This design comes from an exercise in tuning for small area on the open sky130 flow, not from production work. The RTL was checked by simulation tests, not by an equivalence proof against the original design. No driver is modelled on the clock port, so clocking that relies on it looks cheaper here than on a real chip.

Setup of v7:
## main
module main
(clk, rst, JA,Left, Right,Up, Down,  sw,led, seg, an );
Size in the first run: about 780 cells after synthesis, about 41 I/O pins.
export LEC_CHECK = 0
export ABC_AREA = 1
export CAP_MARGIN = 20
export CORE_MARGIN = 2
export CORE_UTILIZATION = 40
export CTS_BUF_LIST = sky130_fd_sc_hd__clkbuf_8
export SLEW_MARGIN = 20
create_clock -name core_clock -period 150.0 [get_ports {clk}]
standard.sh (not shown) runs the stock make flow with config.mk's settings and CLKGATE_MAP_FILE= SYNTH_SCRIPT=/design/flow/synth_recipe.tcl, a recipe that flattens the netlist after the stock synthesis.
==> flow/flow/run.sh <==
#!/bin/bash
# Own flow: the standard synthesis, then the logic (not the flip-flops, which keep their
# names and cell types) mapped again with a stronger ABC area script (eight random seeds, the
# smallest result kept), then the standard layout from floorplan to finish with these
# changes: the smallest buffer (buf_1) on each port, one tie cell for the constant outputs,
# no buffers kept from timing-driven global placement, and the clock tree built from clkbuf_8
# without dummy loads. Each tool's output goes to a log file in the work folder.
set -euo pipefail
W=$PWD
R=$W/orfs/results/$FLOW_PLATFORM/main/base
YOSYS=$FLOW_HOME/../tools/install/yosys/bin/yosys
LIB=$FLOW_HOME/platforms/sky130hd/lib/sky130_fd_sc_hd__tt_025C_1v80.lib

bash standard.sh synth > synth.log 2>&1
cp "$R/1_2_yosys.v" std.v
sed "s#@LIB@#$LIB#g" flow/remap1.ys > remap1.ys
"$YOSYS" -s remap1.ys > remap1.log 2>&1

for B in 0 4; do
    for S in $((B + 1)) $((B + 2)) $((B + 3)) $((B + 4)); do
        sed "s#@SEED@#$S#g" flow/remap.abc > remap_$S.abc
        sed "s#@LIB@#$LIB#g; s#@WORK@#$W#g; s#@SEED@#$S#g" flow/remap2.ys > remap2_$S.ys
        ( "$YOSYS" -s remap2_$S.ys > remap2_$S.log 2>&1 || true ) &
    done
    wait
done
best=""; best_area=""
for S in 1 2 3 4 5 6 7 8; do
    [[ -s new_$S.v && -s remap_$S.stat ]] || continue
    a=$(awk '/Chip area/ {print $NF}' remap_$S.stat)
    if [[ -z "$best" ]] || awk -v a="$a" -v b="$best_area" 'BEGIN {exit !(a < b)}'; then
        best=$S; best_area=$a
    fi
done
[[ -n "$best" ]]
echo "remap: seed $best, area $best_area" > remap_choice.log
cp new_$best.v "$R/1_2_yosys.v"
rm -f "$R/1_synth.odb" "$R/1_synth.sdc"
bash standard.sh finish "POST_CTS_TCL=$W/flow/post_cts.tcl" "SKIP_REPAIR_TIE_FANOUT=1" "GPL_KEEP_OVERFLOW=0" "BUFFER_PORTS_ARGS=-buffer_cell sky130_fd_sc_hd__buf_1" \
    "CTS_ARGS=-sink_clustering_enable -repair_clock_nets -buf_list sky130_fd_sc_hd__clkbuf_8 -dont_use_dummy_load" \
    > finish.log 2>&1
==> flow/flow/post_cts.tcl <==
# Run at the end of ORFS's CTS step (POST_CTS_TCL): leaf clock buffers (those that drive
# flip-flop clock pins) are changed from clkbuf_8 to clkbuf_4 one at a time, keeping each
# change only while every flip-flop clock pin's slew stays at most 110 ps; if the hold slack
# then falls below 50 ps, all changes are undone.
proc my_worst_clk_slew {} {
  set worst 0
  foreach pin [get_pins -hierarchical */CLK] {
    set s [get_property $pin slew_max]
    if {$s > $worst} { set worst $s }
  }
  return $worst
}
proc my_is_leaf {inst} {
  foreach pin [get_pins -of_objects $inst -filter "direction == output"] {
    foreach load [get_pins -of_objects [get_nets -of_objects $pin] -filter "direction == input"] {
      if {[get_property $load lib_pin_name] == "CLK"} { return 1 }
    }
  }
  return 0
}
estimate_parasitics -placement
set my_changed {}
foreach inst [get_cells *] {
  if {[get_property $inst ref_name] != "sky130_fd_sc_hd__clkbuf_8"} { continue }
  if {![my_is_leaf $inst]} { continue }
  replace_cell $inst sky130_fd_sc_hd__clkbuf_4
  estimate_parasitics -placement
  if {[my_worst_clk_slew] > 0.110} {
    replace_cell $inst sky130_fd_sc_hd__clkbuf_8
    estimate_parasitics -placement
  } else {
    lappend my_changed $inst
  }
}
set my_hold [expr {[sta::worst_slack_cmd min] * 1e9}]
if {$my_hold < 0.05} {
  foreach inst $my_changed { replace_cell $inst sky130_fd_sc_hd__clkbuf_8 }
  estimate_parasitics -placement
  puts "post_cts: hold slack $my_hold, changes undone"
} else {
  puts "post_cts: [llength $my_changed] leaf clock buffers now clkbuf_4; worst clock pin slew [my_worst_clk_slew], hold slack $my_hold"
}
Other scripts of this flow, unchanged in this note and not shown: flow/flow/remap.abc, flow/flow/remap1.ys, flow/flow/remap2.ys
v7 reached the end of the flow, and the finished layout is clean on the timing, design-rule and antenna checks.
Changes in v4 relative to v7:
diff --git a/flow/flow/run.sh b/flow/flow/run.sh
--- a/flow/flow/run.sh
+++ b/flow/flow/run.sh
@@ -37,5 +37,5 @@
 cp new_$best.v "$R/1_2_yosys.v"
 rm -f "$R/1_synth.odb" "$R/1_synth.sdc"
-bash standard.sh finish "POST_CTS_TCL=$W/flow/post_cts.tcl" "SKIP_REPAIR_TIE_FANOUT=1" "GPL_KEEP_OVERFLOW=0" "BUFFER_PORTS_ARGS=-buffer_cell sky130_fd_sc_hd__buf_1" \
+bash standard.sh finish "SKIP_REPAIR_TIE_FANOUT=1" "GPL_KEEP_OVERFLOW=0" "BUFFER_PORTS_ARGS=-buffer_cell sky130_fd_sc_hd__buf_1" \
     "CTS_ARGS=-sink_clustering_enable -repair_clock_nets -buf_list sky130_fd_sc_hd__clkbuf_8 -dont_use_dummy_load" \
     > finish.log 2>&1
removed: flow/flow/post_cts.tcl
### Flow results
On met1 track demand over resource in global routing, v4 and v7 are neck and neck.
Per the comparison of v4 with v7, first-pass GRT wire length roughly the same; final wirelength stayed essentially flat; cell area after layout higher; number of filler instances in the final layout about even.
Minimum setup slack among reg-to-reg paths ended up 0.04 ns higher on v4 than on v7.
v7 and v4 ended up with roughly the same via count.
Detailed-route wire length per cell delta (v7 -> v4): insignificant
In terms of portion of the clock cycle consumed by the worst path in the final layout, v4 and v7 differ only marginally.
v4: area added between synthesis and finish is 0.44 points higher than what v7 reported.
v4: met3 wire length is about 3.5% higher than what v7 reported.
Inputs modified between v4 and v15:
==> flow/flow/run.sh <==
#!/bin/bash
# Own flow: the standard synthesis, then the logic (not the flip-flops) mapped again with
# a stronger ABC area script (four random seeds, the smallest result kept), then the standard flow's
# standard layout from floorplan to finish, with the smallest buffer on each port and the
# clock tree built from clkbuf_8 without dummy loads.
set -euo pipefail
W=$PWD
R=$W/orfs/results/$FLOW_PLATFORM/main/base
YOSYS=$FLOW_HOME/../tools/install/yosys/bin/yosys
LIB=$FLOW_HOME/platforms/sky130hd/lib/sky130_fd_sc_hd__tt_025C_1v80.lib

bash standard.sh synth > synth.log 2>&1
cp "$R/1_2_yosys.v" std.v
sed "s#@LIB@#$LIB#g" flow/remap1.ys > remap1.ys
"$YOSYS" -s remap1.ys > remap1.log 2>&1

for S in 1 2 3 4; do
    sed "s#@SEED@#$S#g" flow/remap.abc > remap_$S.abc
    sed "s#@LIB@#$LIB#g; s#@WORK@#$W#g; s#@SEED@#$S#g" flow/remap2.ys > remap2_$S.ys
    ( "$YOSYS" -s remap2_$S.ys > remap2_$S.log 2>&1 || true ) &
done
wait
best=""; best_area=""
for S in 1 2 3 4; do
    [[ -s new_$S.v && -s remap_$S.stat ]] || continue
    a=$(awk '/Chip area/ {print $NF}' remap_$S.stat)
    if [[ -z "$best" ]] || awk -v a="$a" -v b="$best_area" 'BEGIN {exit !(a < b)}'; then
        best=$S; best_area=$a
    fi
done
[[ -n "$best" ]]
echo "remap: seed $best, area $best_area" > remap_choice.log
cp new_$best.v "$R/1_2_yosys.v"
rm -f "$R/1_synth.odb" "$R/1_synth.sdc"
bash standard.sh finish "SKIP_REPAIR_TIE_FANOUT=1" "GPL_KEEP_OVERFLOW=0" "BUFFER_PORTS_ARGS=-buffer_cell sky130_fd_sc_hd__buf_1" \
    "CTS_ARGS=-sink_clustering_enable -repair_clock_nets -buf_list sky130_fd_sc_hd__clkbuf_8 -dont_use_dummy_load" \
    > finish.log 2>&1
==> comparison <==
- Comparing v4 against v15, there is no change at all in number of non-clock buffers.
- As far as synthesized area goes, v15 and v4 are indistinguishable; the numbers are identical.
- v15 and v4 ended up with nearly the same fill cell instance count of the final layout.

port drivers added, routing unchanged:
The flow's constraints put no driver on any port. The routed layouts listed below were extracted and timed again, unchanged, in two steps.
Step 1 assumes that a clkbuf_16 drives the clock port and a buf_2 every other input.
Step 2 also shifts input and output timing later by t, the mid clock arrival at the registers, as if the neighbouring blocks saw the same clock.
a / b / c = no drivers / after step 1 / after step 2; a / b = the first two.
| run | shift t [ns] | setup WS [ns] | worst setup path after step 2 | worst slew at a driven data input, ns |
|---|---|---|---|---|
| v7 | 0.472 | 116.671 / 116.632 / 117.104 | register to output | 0.03 |
| v4 | 0.471 | 116.717 / 116.678 / 117.129 | input to register | 0.03 |
| v15 | 0.471 | 116.717 / 116.678 / 117.129 | input to register | 0.03 |
After both steps setup and hold are still met in every run listed.
